Source: an optimization exercise on an open RTL-to-GDS flow (aim: small area). Production flows keep margins and buffers that such runs may drop.
No functional check of the RTL was part of any run shown here.

--- flow/design.v ---
module dpc_5x5(
	input			clk,
	input			reset_n,
	input			bayer_format,
	input	[7:0]	i_dpc_threshold,
	input	[2:0]	i_video_syn,
	input	[7:0]	i_data_r0,
	input	[7:0]	i_data_r1,
	input	[7:0]	i_data_r2,
	input	[7:0]	i_data_r3,
	input	[7:0]	i_data_r4,
	output	[2:0]	o_video_sync,
	output	[7:0]	o_data
);
reg		[11:0]	syn_v, syn_h, syn_d;
always @(posedge clk or negedge reset_n)
	if (~reset_n) begin
		syn_v <= 0;
		syn_h <= 0;
		syn_d <= 0;
	end else begin
		syn_v <= {syn_v[10:0], i_video_syn[2]};
		syn_d <= {syn_d[10:0], i_video_syn[1]};
		syn_h <= {syn_h[10:0], i_video_syn[0]};
	end
assign o_video_sync = {syn_v[11], syn_d[11], syn_h[11]};
wire	de_rise = syn_d[2] & ~syn_d[3];
wire	vs_fall = syn_v[3] & ~syn_v[2];
reg		odd_pixel;
reg		odd_line;
always @(posedge clk)
	if (de_rise)
		odd_pixel <= ~bayer_format;
	else if (syn_d[3])
		odd_pixel <= ~odd_pixel;
always @(posedge clk or negedge reset_n)
	if (~reset_n)
		odd_line <= 1'b0;
	else if (vs_fall)
		odd_line <= 1'b0;
	else if (de_rise)
		odd_line <= ~odd_line;
wire	g1 = odd_pixel ^ odd_line;		 
reg		[39:0]	s1, s2, s3, s4, s5, s6;
wire	[39:0]	s0 = {i_data_r4, i_data_r3, i_data_r2, i_data_r1, i_data_r0};
always @(posedge clk) begin
	s1 <= s0;
	s2 <= s1;
	s3 <= s2;
	s4 <= s3;
	s5 <= s4;
	s6 <= s5;
end
function [63:0] nbrs;		 
	input			g;
	input	[39:0]	c1, c2, c3, c4, c5;
	reg		[7:0]	n1, n2, n3, n4, n6, n7, n8, n9;
	begin
		n1 = g ? c2[8*(1) +: 8] : c1[8*(0) +: 8];
		n2 = c3[8*(0) +: 8];
		n3 = g ? c4[8*(1) +: 8] : c5[8*(0) +: 8];
		n4 = c1[8*(2) +: 8];
		n6 = c5[8*(2) +: 8];
		n7 = g ? c2[8*(3) +: 8] : c1[8*(4) +: 8];
		n8 = c3[8*(4) +: 8];
		n9 = g ? c4[8*(3) +: 8] : c5[8*(4) +: 8];
		nbrs = {n9, n8, n7, n6, n4, n3, n2, n1};
	end
endfunction
wire	[63:0]	w1 = nbrs(g1, s4, s3, s2, s1, s0);
wire	[7:0]	c_1 = s2[8*(2) +: 8];
wire	[7:0]	thr = i_dpc_threshold;
wire	[8:0]	u = {1'b0, c_1} - {1'b0, thr};			 
wire	[8:0]	v = {1'b0, c_1} + {1'b0, thr} + 9'd1;	 
reg		[7:0]	pos;		 
reg		[3:0]	neg;		 
integer	i;
always @(*) begin
	for (i = 0; i < 8; i = i + 1)
		pos[i] = ~u[8] & (u[7:0] > w1[8*i +: 8]);
	for (i = 0; i < 4; i = i + 1)
		neg[i] = ~v[8] & (w1[8*(i+4) +: 8] > v[7:0]);
end
wire	dec_a = &pos;
wire	dec_b = (&pos[3:0]) & (&neg);
function [16:0] mstep;		 
	input	[7:0]	t;
	input	[7:0]	a;
	input	[7:0]	x;
	reg		[7:0]	e;
	reg				m;
	integer			k;
	reg		[3:0]	cnt;
	begin
		e = (t & x) | (~t & a);
		cnt = 0;
		for (k = 0; k < 8; k = k + 1)
			cnt = cnt + e[k];
		m = (cnt >= 4);
		mstep = {m, t & ~(x ^ {8{m}}), e};
	end
endfunction
function [7:0] bitcol;
	input	[63:0]	w;
	input	integer	b;
	integer			k;
	begin
		for (k = 0; k < 8; k = k + 1)
			bitcol[k] = w[8*k + b];
	end
endfunction
reg		[7:0]	t1, a1;
reg		[7:6]	m1;
reg				a_1, b_1, g2;
reg		[16:0]	st7, st6;
always @(*) begin
	st7 = mstep(8'hff, 8'h00, bitcol(w1, 7));
	st6 = mstep(st7[15:8], st7[7:0], bitcol(w1, 6));
end
always @(posedge clk) begin
	t1  <= st6[15:8];
	a1  <= st6[7:0];
	m1  <= {st7[16], st6[16]};
	a_1 <= dec_a;
	b_1 <= dec_b;
	g2  <= g1;
end
wire	[63:0]	w2 = nbrs(g2, s5, s4, s3, s2, s1);
reg		[7:0]	t2, a2;
reg		[7:3]	m2;
reg				a_2, b_2, g3;
reg		[16:0]	st5, st4, st3;
always @(*) begin
	st5 = mstep(t1, a1, bitcol(w2, 5));
	st4 = mstep(st5[15:8], st5[7:0], bitcol(w2, 4));
	st3 = mstep(st4[15:8], st4[7:0], bitcol(w2, 3));
end
always @(posedge clk) begin
	t2  <= st3[15:8];
	a2  <= st3[7:0];
	m2  <= {m1, st5[16], st4[16], st3[16]};
	a_2 <= a_1;
	b_2 <= b_1;
	g3  <= g2;
end
wire	[63:0]	w3 = nbrs(g3, s6, s5, s4, s3, s2);
wire	[7:0]	c_3 = s4[8*(2) +: 8];		 
wire	[7:0]	p_3 = s5[8*(2) +: 8];		 
reg		[16:0]	st2, st1, st0;
always @(*) begin
	st2 = mstep(t2, a2, bitcol(w3, 2));
	st1 = mstep(st2[15:8], st2[7:0], bitcol(w3, 1));
	st0 = mstep(st1[15:8], st1[7:0], bitcol(w3, 0));
end
wire	[7:0]	med = {m2, st2[16], st1[16], st0[16]};
reg		[7:0]	d0, d1, d2, d3, d4, d5;
always @(posedge clk) begin
	d0 <= a_2 ? med : (b_2 ? c_3 : p_3);
	d1 <= d0;
	d2 <= d1;
	d3 <= d2;
	d4 <= d3;
	d5 <= d4;
end
assign o_data = d5;
endmodule
--- flow/run.sh ---
#!/bin/bash
# synth_recipe.tcl (not shown) runs the flow's synth.tcl, then flattens the netlist and writes it again
# the make line also repeats each setting of config.mk as NAME=value (left out here)
make -C /OpenROAD-flow-scripts/flow DESIGN_CONFIG=/design/flow/config.mk WORK_HOME=/design/flow/orfs CLKGATE_MAP_FILE= SYNTH_SCRIPT=/design/flow/synth_recipe.tcl finish
--- flow/config.mk ---
export PLATFORM = sky130hd
export DESIGN_NAME = dpc_5x5
export DESIGN_NICKNAME = dpc_5x5
export VERILOG_FILES = /design/flow/design.v
export SDC_FILE = /design/flow/constraint.sdc
export NUM_CORES = 4
export LEC_CHECK = 0
export CAP_MARGIN = 20
export CORE_MARGIN = 2
export CORE_UTILIZATION = 40
export SLEW_MARGIN = 20
--- flow/constraint.sdc ---
create_clock -name core_clock -period 3.5 [get_ports {clk}]
set_input_delay 0.7000 -clock core_clock [delete_from_list [all_inputs] [get_ports {clk}]]
set_output_delay 0.7000 -clock core_clock [all_outputs]
set_load 0.01 [all_outputs]
==> results of run 1 <==
-- per-layer routing --
| layer | track usage | up-vias | share of wire |
|---|---|---|---|
| li1 | - | 4863 | - |
| met1 | 0.262 | 4577 | 0.45 |
| met2 | 0.344 | 168 | 0.48 |
| met3 | 0.0321 | 61 | 0.034 |
| met4 | 0.0800 | 0 | 0.036 |
| met5 | 0 | - | 0 |
-- stage by stage --
step	setup WS, ps	util	std cells	hold slack, ps
2_1_floorplan	-5000	-	1180	310
3_3_place_gp	-4670	0.510	1927	310
3_5_place_dp	-4890	0.510	1927	312
4_1_cts	-4730	0.570	2015	325
5_1_grt	-5060	0.580	2022	326
6_report	-4710	0.580	2023	324
-- path summary, 6_finish.rpt --
kind	start	endpoint	slack, ps	cells past startpoint
max	g2$_DFF_P_	t2[5]$_DFF_P_	-4710	33
min	d1[7]$_DFF_P_	d2[7]$_DFF_P_	320	0
max reg2reg	g2$_DFF_P_	t2[5]$_DFF_P_	-4710	33
min reg2reg	d1[7]$_DFF_P_	d2[7]$_DFF_P_	320	0
max in group asynchronous	reset_n	syn_h[11]$_DFF_PN0_	2600	2
min in group asynchronous	reset_n	syn_d[2]$_DFF_PN0_	590	2
-- state kept, by name, summed over array words and instances (netlist names), 9 cells and up --
| register | count |
|---|---|
| syn_v | 12 |
| s1 | 40 |
| s6 | 9 |
| syn_d | 12 |
| s5 | 26 |
| syn_h | 12 |
| s2 | 40 |
| s3 | 40 |
| s4 | 36 |
-- cell usage in the layout, fill, tap and decap left out, drive strengths merged, types with 12 or more instances in the layout --
| cell | instances |
|---|---|
| dfrtp | 37 |
| clkbuf | 43 |
| fa | 26 |
| nand2 | 47 |
| o21a | 12 |
| a21o | 15 |
| a211oi | 16 |
| o21ai | 50 |
| nand3 | 19 |
| mux2i | 52 |
| dfxtp | 284 |
| clkdlybuf4s50 | 58 |
| buf | 299 |
| a21oi | 60 |
| inv | 108 |
| nand4 | 15 |
| nor3 | 16 |
| ha | 128 |
| nor2b | 26 |
| mux2 | 21 |
| xnor2 | 39 |
| nor2 | 51 |
-- layout make-up --
cell class / count / area (µm²) / area share
multi-input cells: 728 / 7010 / 0.371
well taps: 442 / 553 / 0.0293
clock inverters: 19 / 270 / 0.0143
repair buffers: 361 / 3000 / 0.159
clock buffers: 43 / 967 / 0.0513
flip-flops and latches: 322 / 6650 / 0.352
inverters: 107 / 420 / 0.0223
diodes: 1 / 2.50 / 0.000133
-- cell families after synthesis --
kind of cell | count (synthesis)
XOR/XNOR | 46
adder cells (fa/ha/maj) | 162
AND/OR/NAND/NOR | 226
flip-flops | 322
buffers and inverters | 131
multiplexers | 73
AO/OA/AOI/OAI | 220
-- what timing repair did --
action                     4_1_cts  5_1_grt
setup endpoints to repair       33       31
cloned                           1        0
pin swaps                       76       42
gates resized for setup        115       54
setup buffers                   27       11
==> flow_metrics.py, run 1 <==
metrics = {
    "route": {
        "final_antenna_net_count": 0,
        "vias_per_cell": 4.78,
        "wire_per_inst_um": 16.7,
        "num_vias": 9669,
        "drc": 0,
        "routed_wl_um": 33900,
        "first_iter_violations": 408,
        "drt-pass1-iter-count": 7,
    },
    "timing": {
        "hold_viol": 0,
        "rsz0062_at_grt": "yes",
        "final.setup.tns_ps": -88020,
        "fin_crit_ps": 8210,
        "slew-limit-headroom": 0.406,
        "fin_ws_ps": -4710,
        "finalSetupViolCount": 31,
        "clock_skew_ps": 16.8,
        "fin_crit_sh": 2.35,
        "fmax_ghz": 0.122,
        "slew_violations": 0,
        "worst_pin_slew_ps": 889,
    },
    "clock_tree": {
        "hold_buffers": 0,
        "clk_latency_ps": 520,
        "clkSinkCount": 322,
        "h-tree-depth": 2,
        "root_buffer": "clkbuf_16",
        "cts.clk_slew.worst_paths_ps": 60,
        "cts_made_buffers": 35,
        "clockBufferDepth": 3,
        "cts_tree": "built",
    },
    "setup_path": {
        "critPathArrivalTime_ps": 8610,
        "crit_path_end_kind": "flop",
        "start_kind": "flop",
        "path_buf_inv": 3,
        "critPathSlowestCell": "fa_1",
        "max_stage_delay_ps": 560,
        "crit_top_cell": "fa_1",
        "crit_path_max_fanout": 5,
        "cp.required_ps": 3900,
        "cp_top_family": "adder cells",
        "path_class": "flop to flop",
    },
    "yosys": {
        "yosys.area_share.simple": 0.0882,
        "synthMuxAreaShare": 0.0580,
        "yosys_register_bits": 322,
        "synth_nets": 1388,
        "synthAdderAreaFrac": 0.167,
        "synth_top_area_share": 0.429,
        "ys_seq_area_frac": 0.502,
        "synthTopCellsByArea": "dfxtp_1 43%, ha_1 12%, dfrtp_1 7.0%",
        "synth-xor-area-share": 0.0310,
        "yosysUniqueCellTypes": 80,
        "yosysMostFrequentCell": "dfxtp_1",
        "synth_edf_count": 1,
        "synth_commonest_cells": "284 x dfxtp_1, 128 x ha_1, 105 x inv_1",
        "synth_cells": 1180,
        "synth-main-ff-cell": "dfxtp_1",
        "async_reset_ff_frac": 0.115,
        "synth-compound-area-share": 0.113,
        "yosysWarnings": 1,
        "syn_avg_cell_area_um2": 11.2,
        "synth_top_area_cell": "dfxtp_1",
        "synth_area_mm2": 0.0132,
        "synth_top_family_by_area": "adder cells",
    },
    "floorplan": {
        "fp-row-count": 66,
        "die_w_um": 186,
        "start_util": 0.407,
        "fp.dieH_um": 186,
        "dieArea_mm2": 0.0346,
        "core_mm2": 0.0325,
        "ios": 65,
    },
    "place": {
        "port_buffers": 64,
        "placed_cell_area_mm2": 0.0166,
        "dpl.hpwl_um": 26500,
        "gp_congestion": 0.875,
    },
    "cells_and_area": {
        "final_nets": 1763,
        "area_growth_pct": 42.5,
        "layout-drive-gt1-share": 0.351,
        "num-fill-cells": 2835,
        "fin_area_mm2": 0.0189,
    },
    "grt": {
        "grt_pass1_vias": 10067,
        "antenna_found_initial": 2,
        "grt_pass1_wl_um": 53900,
        "grt.total_usage": 0.204,
        "grt_overflow_total": 0,
        "grt_max_degree": 38,
    },
    "run_status": {
        "failed_checks": "setup timing",
        "outcome": "complete, but fails checks",
    },
    "flow_run": {
        "maxCapViolations": 0,
    },
    "min_path": {
        "hold_path.class": "flop to flop",
    },
}
==> run 2, diff against run 1 <==
--- a/flow/design.v
+++ b/flow/design.v
@@ -83,21 +83,28 @@
 end
 wire	dec_a = &pos;
 wire	dec_b = (&pos[3:0]) & (&neg);
+function [3:0] sort4;		 
+	input	[3:0]	x;
+	begin
+		sort4[0] = |x;
+		sort4[3] = &x;
+		sort4[1] = (x[0] & x[1]) | (x[2] & x[3]) | ((x[0] | x[1]) & (x[2] | x[3]));
+		sort4[2] = (x[0] & x[1] & (x[2] | x[3])) | (x[2] & x[3] & (x[0] | x[1]));
+	end
+endfunction
 function [16:0] mstep;		 
-	input	[7:0]	t;
-	input	[7:0]	a;
+	input	[7:0]	hi;
+	input	[7:0]	lo;
 	input	[7:0]	x;
 	reg		[7:0]	e;
+	reg		[3:0]	p, q;
 	reg				m;
-	integer			k;
-	reg		[3:0]	cnt;
 	begin
-		e = (t & x) | (~t & a);
-		cnt = 0;
-		for (k = 0; k < 8; k = k + 1)
-			cnt = cnt + e[k];
-		m = (cnt >= 4);
-		mstep = {m, t & ~(x ^ {8{m}}), e};
+		e = hi | (x & ~lo);
+		p = sort4(e[3:0]);
+		q = sort4(e[7:4]);
+		m = p[3] | q[3] | (p[0] & q[2]) | (p[1] & q[1]) | (p[2] & q[0]);
+		mstep = {m, hi | (e & {8{~m}}), lo | (~e & {8{m}})};
 	end
 endfunction
 function [7:0] bitcol;
@@ -112,9 +119,10 @@
 reg		[7:0]	t1, a1;
 reg		[7:6]	m1;
 reg				a_1, b_1, g2;
+reg		[5:0]	n1_2, n7_2;		 
 reg		[16:0]	st7, st6;
 always @(*) begin
-	st7 = mstep(8'hff, 8'h00, bitcol(w1, 7));
+	st7 = mstep(8'h00, 8'h00, bitcol(w1, 7));
 	st6 = mstep(st7[15:8], st7[7:0], bitcol(w1, 6));
 end
 always @(posedge clk) begin
@@ -124,11 +132,15 @@
 	a_1 <= dec_a;
 	b_1 <= dec_b;
 	g2  <= g1;
+	n1_2 <= w1[5:0];
+	n7_2 <= w1[45:40];
 end
-wire	[63:0]	w2 = nbrs(g2, s5, s4, s3, s2, s1);
+wire	[63:0]	w2x = nbrs(g2, s5, s4, s3, s2, s1);
+wire	[63:0]	w2 = {w2x[63:48], 2'b0, n7_2, w2x[39:8], 2'b0, n1_2};
 reg		[7:0]	t2, a2;
 reg		[7:3]	m2;
 reg				a_2, b_2, g3;
+reg		[2:0]	n1_3, n7_3;
 reg		[16:0]	st5, st4, st3;
 always @(*) begin
 	st5 = mstep(t1, a1, bitcol(w2, 5));
@@ -142,8 +154,11 @@
 	a_2 <= a_1;
 	b_2 <= b_1;
 	g3  <= g2;
+	n1_3 <= n1_2[2:0];
+	n7_3 <= n7_2[2:0];
 end
-wire	[63:0]	w3 = nbrs(g3, s6, s5, s4, s3, s2);
+wire	[63:0]	w3x = nbrs(g3, s6, s5, s4, s3, s2);
+wire	[63:0]	w3 = {w3x[63:48], 5'b0, n7_3, w3x[39:8], 5'b0, n1_3};
 wire	[7:0]	c_3 = s4[8*(2) +: 8];		 
 wire	[7:0]	p_3 = s5[8*(2) +: 8];		 
 reg		[16:0]	st2, st1, st0;
--- a/flow/config.mk
+++ b/flow/config.mk
@@ -5,6 +5,7 @@
 export SDC_FILE = /design/flow/constraint.sdc
 export NUM_CORES = 4
 export LEC_CHECK = 0
+export ABC_AREA = 1
 export CAP_MARGIN = 20
 export CORE_MARGIN = 2
 export CORE_UTILIZATION = 40
==> run 2 against run 1 <==
  * Clock-buffer cell count decreased by 1
  * Synthesized cell count up 23%
  * Core utilization down 1.7 points
  * Sequential share of layout area grew 1.0 points
  * Global-route usage down 0.52 points
  * First-iteration DRC count up 23%
  * Now clean on timing, DRC and antenna
==> flow_metrics.py, run 2 <==
metrics = {
    "yosys": {
        "synth_edf_count": 1,
        "synthTopCellsByArea": "dfxtp_1 42%, ha_1 11%, nand2_1 9.1%",
        "yosysMostFrequentCell": "nand2_1",
        "ys_seq_area_frac": 0.499,
        "synth_nets": 1615,
        "yosys_register_bits": 304,
        "synth-main-ff-cell": "dfxtp_1",
        "yosysUniqueCellTypes": 54,
        "synth_commonest_cells": "304 x nand2_1, 266 x dfxtp_1, 220 x inv_1",
        "async_reset_ff_frac": 0.122,
        "synth_cells": 1447,
        "syn_avg_cell_area_um2": 8.70,
        "synth_area_mm2": 0.0126,
        "synth_top_area_share": 0.423,
        "synth_top_area_cell": "dfxtp_1",
        "yosysWarnings": 1,
    },
    "floorplan": {
        "start_util": 0.409,
        "ios": 65,
        "fp.dieH_um": 181,
        "dieArea_mm2": 0.0329,
        "core_mm2": 0.0308,
        "die_w_um": 181,
        "fp-row-count": 64,
    },
    "setup_path": {
        "cp.required_ps": 3870,
        "crit_path_end_kind": "flop",
        "crit_path_max_fanout": 6,
        "crit_top_cell": "nand2_2",
        "cp_top_family": "simple AND/OR/NAND/NOR gates",
        "path_class": "flop to flop",
        "path_buf_inv": 5,
        "critPathSlowestCell": "dfxtp_4",
        "critPathArrivalTime_ps": 3780,
        "start_kind": "flop",
        "max_stage_delay_ps": 420,
    },
    "timing": {
        "final.setup.tns_ps": 0,
        "fin_crit_ps": 3400,
        "slew_violations": 0,
        "finalSetupViolCount": 0,
        "fin_ws_ps": 97.4,
        "slew-limit-headroom": 0.451,
        "rsz0062_at_grt": "yes",
        "fin_crit_sh": 0.972,
        "worst_hold_slack_ps": 319,
        "fmax_ghz": 0.294,
        "clock_skew_ps": 33.3,
        "hold_viol": 0,
        "worst_pin_slew_ps": 815,
    },
    "clock_tree": {
        "cts_made_buffers": 34,
        "clkSinkCount": 304,
        "h-tree-depth": 2,
        "cts.clk_slew.worst_paths_ps": 60,
        "clockBufferDepth": 3,
        "root_buffer": "clkbuf_16",
        "clk_latency_ps": 520,
        "cts_tree": "built",
    },
    "grt": {
        "grt_overflow_total": 0,
        "grt.total_usage": 0.199,
        "grt_pass1_vias": 9907,
        "grt_pass1_wl_um": 51000,
        "grt_max_degree": 32,
        "antenna_found_initial": 3,
    },
    "route": {
        "final_antenna_net_count": 0,
        "drc": 0,
        "vias_per_cell": 4.83,
        "routed_wl_um": 34200,
        "first_iter_violations": 501,
        "wire_per_inst_um": 15.9,
        "num_vias": 10373,
        "drt-pass1-iter-count": 5,
    },
    "run_status": {
        "outcome": "complete, no violations",
    },
    "cells_and_area": {
        "postLayoutCoreUtil": 0.563,
        "final_cell_count_no_fill": 2147,
        "final_nets": 1893,
        "layout_common_cells": "257 x dfxtp_1, 239 x nand2_1, 195 x inv_1",
        "num-fill-cells": 2698,
        "layout-drive-gt1-share": 0.302,
        "reg_top3": "s1 x40, s2 x40, s3 x40",
        "fin_area_mm2": 0.0174,
        "area_growth_pct": 37.9,
        "final_common_cell": "dfxtp_1",
    },
    "place": {
        "placedCellCount": 2037,
        "port_buffers": 64,
        "placed_cell_area_mm2": 0.0147,
        "gp_congestion": 0.938,
        "dpl.hpwl_um": 25600,
        "post-place-ws_ps": -675,
    },
    "flow_run": {
        "maxCapViolations": 0,
    },
    "min_path": {
        "hold_path.class": "flop to flop",
    },
}
-- run 2: path summary, 6_finish.rpt --
kind                                  endpoint  slack [ps]  cells after the start     startpoint
max                              t2[5]$_DFF_P_         100                     31     g2$_DFF_P_
min                              s4[6]$_DFF_P_         320                      0  s3[6]$_DFF_P_
max reg2reg                      t2[5]$_DFF_P_         100                     31     g2$_DFF_P_
min reg2reg                      s4[6]$_DFF_P_         320                      0  s3[6]$_DFF_P_
max in group asynchronous  syn_v[10]$_DFF_PN0_        2400                      2        reset_n
min in group asynchronous   syn_d[0]$_DFF_PN0_         420                      1        reset_n
-- run 2: layout make-up --
| type | count | area [µm²] | area share |
|---|---|---|---|
| Antenna cell | 1 | 2.50 | 0.000144 |
| Clock inverter | 19 | 239 | 0.0138 |
| Inverter | 233 | 902 | 0.0519 |
| Multi-Input combinational cell | 903 | 6400 | 0.369 |
| Sequential cell | 304 | 6300 | 0.363 |
| Clock buffer | 42 | 932 | 0.0537 |
| Tap cell | 396 | 495 | 0.0285 |
| Timing Repair Buffer | 249 | 2090 | 0.120 |
-- run 2: metal layers --
layer	routed length, µm	global-route usage
met5	0	0
met4	1080	0.0663
met1	15000	0.253
met2	16500	0.347
met3	1610	0.0293
-- run 2: repair_timing --
item	4_1_cts	5_1_grt
cloned	0	8
buffers inserted	4	37
endpoints found under the setup margin	22	37
hold buffers	0	0
resized for setup	24	280
pin swaps	11	101
-- run 2: cells by family after synthesis --
logic type                 synth area share
muxes                               0.00556
DFF                                   0.499
xor gates and xnor gates            0.00834
buffers and inverters                0.0760
AOI/OAI and AO/OA                     0.113
and+or+nand+nor                       0.184
adders and majority gates             0.114
==> run 3, diff against run 2 <==
--- a/flow/config.mk
+++ b/flow/config.mk
@@ -5,7 +5,6 @@
 export SDC_FILE = /design/flow/constraint.sdc
 export NUM_CORES = 4
 export LEC_CHECK = 0
-export ABC_AREA = 1
 export CAP_MARGIN = 20
 export CORE_MARGIN = 2
 export CORE_UTILIZATION = 40
==> run 3 against run 2 <==
  * Now fails the layout checks on setup timing
  * Cell count up 3.5%
  * Sequential cell count unchanged
  * Fmax down 25%
  * Routed wire length up 19%
  * Sequential share of layout area down 4.0 points
  * Non-clock buffer count up 151
  * Design area up 12%
==> flow_metrics.py, run 3 <==
metrics = {
    "cells_and_area": {
        "layout-drive-gt1-share": 0.346,
        "num-fill-cells": 2869,
        "layout_common_cells": "310 x buf_4, 260 x dfxtp_1, 105 x ha_1",
        "postLayoutCoreUtil": 0.586,
        "area_growth_pct": 45.1,
        "diodes": 0,
        "final_nets": 1918,
        "final_common_cell": "buf_4",
        "reg_top3": "s1 x40, s2 x40, s3 x40",
    },
    "yosys": {
        "synth_commonest_cells": "266 x dfxtp_1, 112 x ha_1, 101 x nor2_1",
        "async_reset_ff_frac": 0.122,
        "yosysWarnings": 1,
        "yosys_register_bits": 304,
        "yosysUniqueCellTypes": 100,
        "syn_avg_cell_area_um2": 10.0,
        "synth_cells": 1340,
        "synth-main-ff-cell": "dfxtp_1",
        "yosysMostFrequentCell": "dfxtp_1",
        "synth_area_mm2": 0.0134,
        "ys_seq_area_frac": 0.467,
        "synth_top_area_cell": "dfxtp_1",
        "synth_nets": 1508,
        "synth_top_area_share": 0.396,
        "synthTopCellsByArea": "dfxtp_1 40%, ha_1 10%, dfrtp_1 6.9%",
        "synth_edf_count": 1,
    },
    "setup_path": {
        "crit_cells": 21,
        "critPathSlowestCell": "maj3_2",
        "path_class": "flop to flop",
        "crit_path_max_fanout": 12,
        "r2r_cells": 21,
        "cp_top_family": "compound AO/OA/AOI/OAI gates",
        "crit_path_end_kind": "flop",
        "cp.required_ps": 3900,
        "start_kind": "flop",
        "critPathArrivalTime_ps": 4960,
        "crit_chain": "mux2_4 > a21oi_4 > maj3_2 > a2bb2oi_2 > o221ai_4 > buf_6 > nor2_4 > inv_2 > o31a_1 > maj3_2 > a2bb2oi_2 > o221ai_2 > buf_12 > o31a_1 > nor4b_4 > a221oi_2 > nor3_4 > o21ai_4 > buf_6 > o211ai_1 > nand2b_1",
        "max_stage_delay_ps": 350,
        "path_buf_inv": 4,
    },
    "floorplan": {
        "start_util": 0.404,
        "core_mm2": 0.0333,
        "ios": 65,
        "dieArea_mm2": 0.0351,
        "die_w_um": 187,
        "fp.dieH_um": 187,
        "fp-row-count": 67,
    },
    "place": {
        "dpl.hpwl_um": 30300,
        "port_buffers": 64,
        "gp_congestion": 0.898,
        "post-place-ws_ps": -1300,
    },
    "timing": {
        "hold_viol": 0,
        "slew_violations": 0,
        "final.setup.tns_ps": -26300,
        "worst_pin_slew_ps": 920,
        "fmax_ghz": 0.219,
        "rsz0062_at_grt": "yes",
        "slew-limit-headroom": 0.386,
        "clock_skew_ps": 14.6,
        "fin_crit_sh": 1.30,
        "finalSetupViolCount": 37,
        "fin_crit_ps": 4560,
        "fin_ws_ps": -1060,
    },
    "route": {
        "drc": 0,
        "vias_per_cell": 5.23,
        "drt-pass1-iter-count": 5,
        "wire_per_inst_um": 18.3,
        "first_iter_violations": 643,
        "routed_wl_um": 40600,
        "num_vias": 11624,
        "final_antenna_net_count": 0,
    },
    "clock_tree": {
        "h-tree-depth": 2,
        "root_buffer": "clkbuf_16",
        "cts_tree": "built",
        "clk_latency_ps": 520,
        "hold_buffers": 0,
        "cts.clk_slew.worst_paths_ps": 60,
        "clockBufferDepth": 3,
        "cts_made_buffers": 34,
        "clkSinkCount": 304,
    },
    "grt": {
        "antenna_found_initial": 0,
        "grt_max_degree": 38,
        "grt_pass1_vias": 11612,
        "grt.total_usage": 0.228,
        "grt_overflow_total": 0,
        "grt_pass1_wl_um": 62600,
    },
    "min_path": {
        "hold_path.class": "primary input to asynchronous set/reset pin",
    },
    "flow_run": {
        "maxCapViolations": 0,
    },
    "run_status": {
        "failed_checks": "setup timing",
        "outcome": "complete, but fails checks",
    },
}
## run 3: cell count changes in the layout (fill, tap and decap cells not counted), moves of 19 or more
cell and change:
inv_1 -110, buf_4 +133, mux2i_1 +34, nor2_1 +44, nand2_4 -21, nand3_1 -33
nand2_2 -56, a21o_1 +19, nand2_1 -176, inv_2 -25, nor2b_1 +30, nand2b_1 +25
## run 3: cells by family (layout without fill, tap and decap cells)
family          count (synthesis)  in the layout  synth area share
compound gates                363            365             0.188
xor+xnor                       14             14           0.00968
fa+ha+maj                     138            138             0.125
buf+inv                       126            558            0.0398
flops                         304            304             0.467
mux                            52             52            0.0400
simple gates                  343            344             0.130
## run 3: through the flow
step	hold slack, ps	std cells	area (µm²)
6_report	251	2223	19500
3_3_place_gp	310	2115	16900
5_1_grt	325	2223	19500
4_1_cts	264	2211	18900
3_5_place_dp	312	2115	16900
2_1_floorplan	310	1340	13700
## run 3: final timing paths
path,startpoint,to,slack (ps)
max,g2$_DFF_P_,a2[4]$_DFF_P_,-1060
min,reset_n,syn_h[0]$_DFF_PN0_,250
max reg2reg,g2$_DFF_P_,a2[4]$_DFF_P_,-1060
min reg2reg,m1[7]$_DFF_P_,m2[7]$_DFF_P_,320
max in group asynchronous,reset_n,syn_d[10]$_DFF_PN0_,2770
min in group core_clock,m1[7]$_DFF_P_,m2[7]$_DFF_P_,320
## run 3: metal layers
layer | part of all wire | up-vias | global-route usage
li1 | - | 5679 | -
met1 | 0.43 | 5581 | 0.282
met2 | 0.49 | 288 | 0.401
met3 | 0.045 | 76 | 0.0356
met4 | 0.032 | 0 | 0.0815
met5 | 0 | - | 0
## run 3: final cells by class
class / instances / area, µm² / area share
multi-input cells: 913 / 7770 / 0.398
clock inverters: 14 / 235 / 0.0121
clock buffers: 47 / 983 / 0.0504
repair buffers: 400 / 3290 / 0.169
inverters: 97 / 375 / 0.0192
well taps: 448 / 561 / 0.0287
flip-flops and latches: 304 / 6290 / 0.323
## run 3: what timing repair did
item                       CTS  global route
setup buffers               35            13
pin swaps                   79            54
setup endpoints to repair   39            39
gates cloned                 3             0
gates resized for setup    113           103

## afterwards: timing with drivers on the ports
Ports are ideal in the flow. The routed layouts listed here were re-timed in OpenROAD. Step 1 (the two cells are an assumption about what drives the block):
set clk [get_ports {clk}]
set_driving_cell -lib_cell sky130_fd_sc_hd__clkbuf_16 $clk
set_driving_cell -lib_cell sky130_fd_sc_hd__buf_2 [delete_from_list [all_inputs] $clk]
Step 2 times the ports against the registers' clock, not the clock port: input delays grow and output delays shrink by t, the midpoint of the rising clock arrivals with the driver on. Three values: ideal, step 1, step 2; two values: the first two.
| run | t, ns | setup slack, ns | worst setup path at the end |
|---|---|---|---|
| run 1 | 0.558 | -4.711 / -4.711 / -4.711 | register to register |
| run 2 | 0.555 | 0.097 / 0.097 / -0.399 | input to register |
| run 3 | 0.565 | -1.060 / -1.060 / -1.060 | register to register |
With both steps, setup timing fails in run 2, where it was met with ideal ports. For run 2, which loses most, drivers alone change the setup slack by 0.000 ns; drivers and shift together by -0.496 ns.
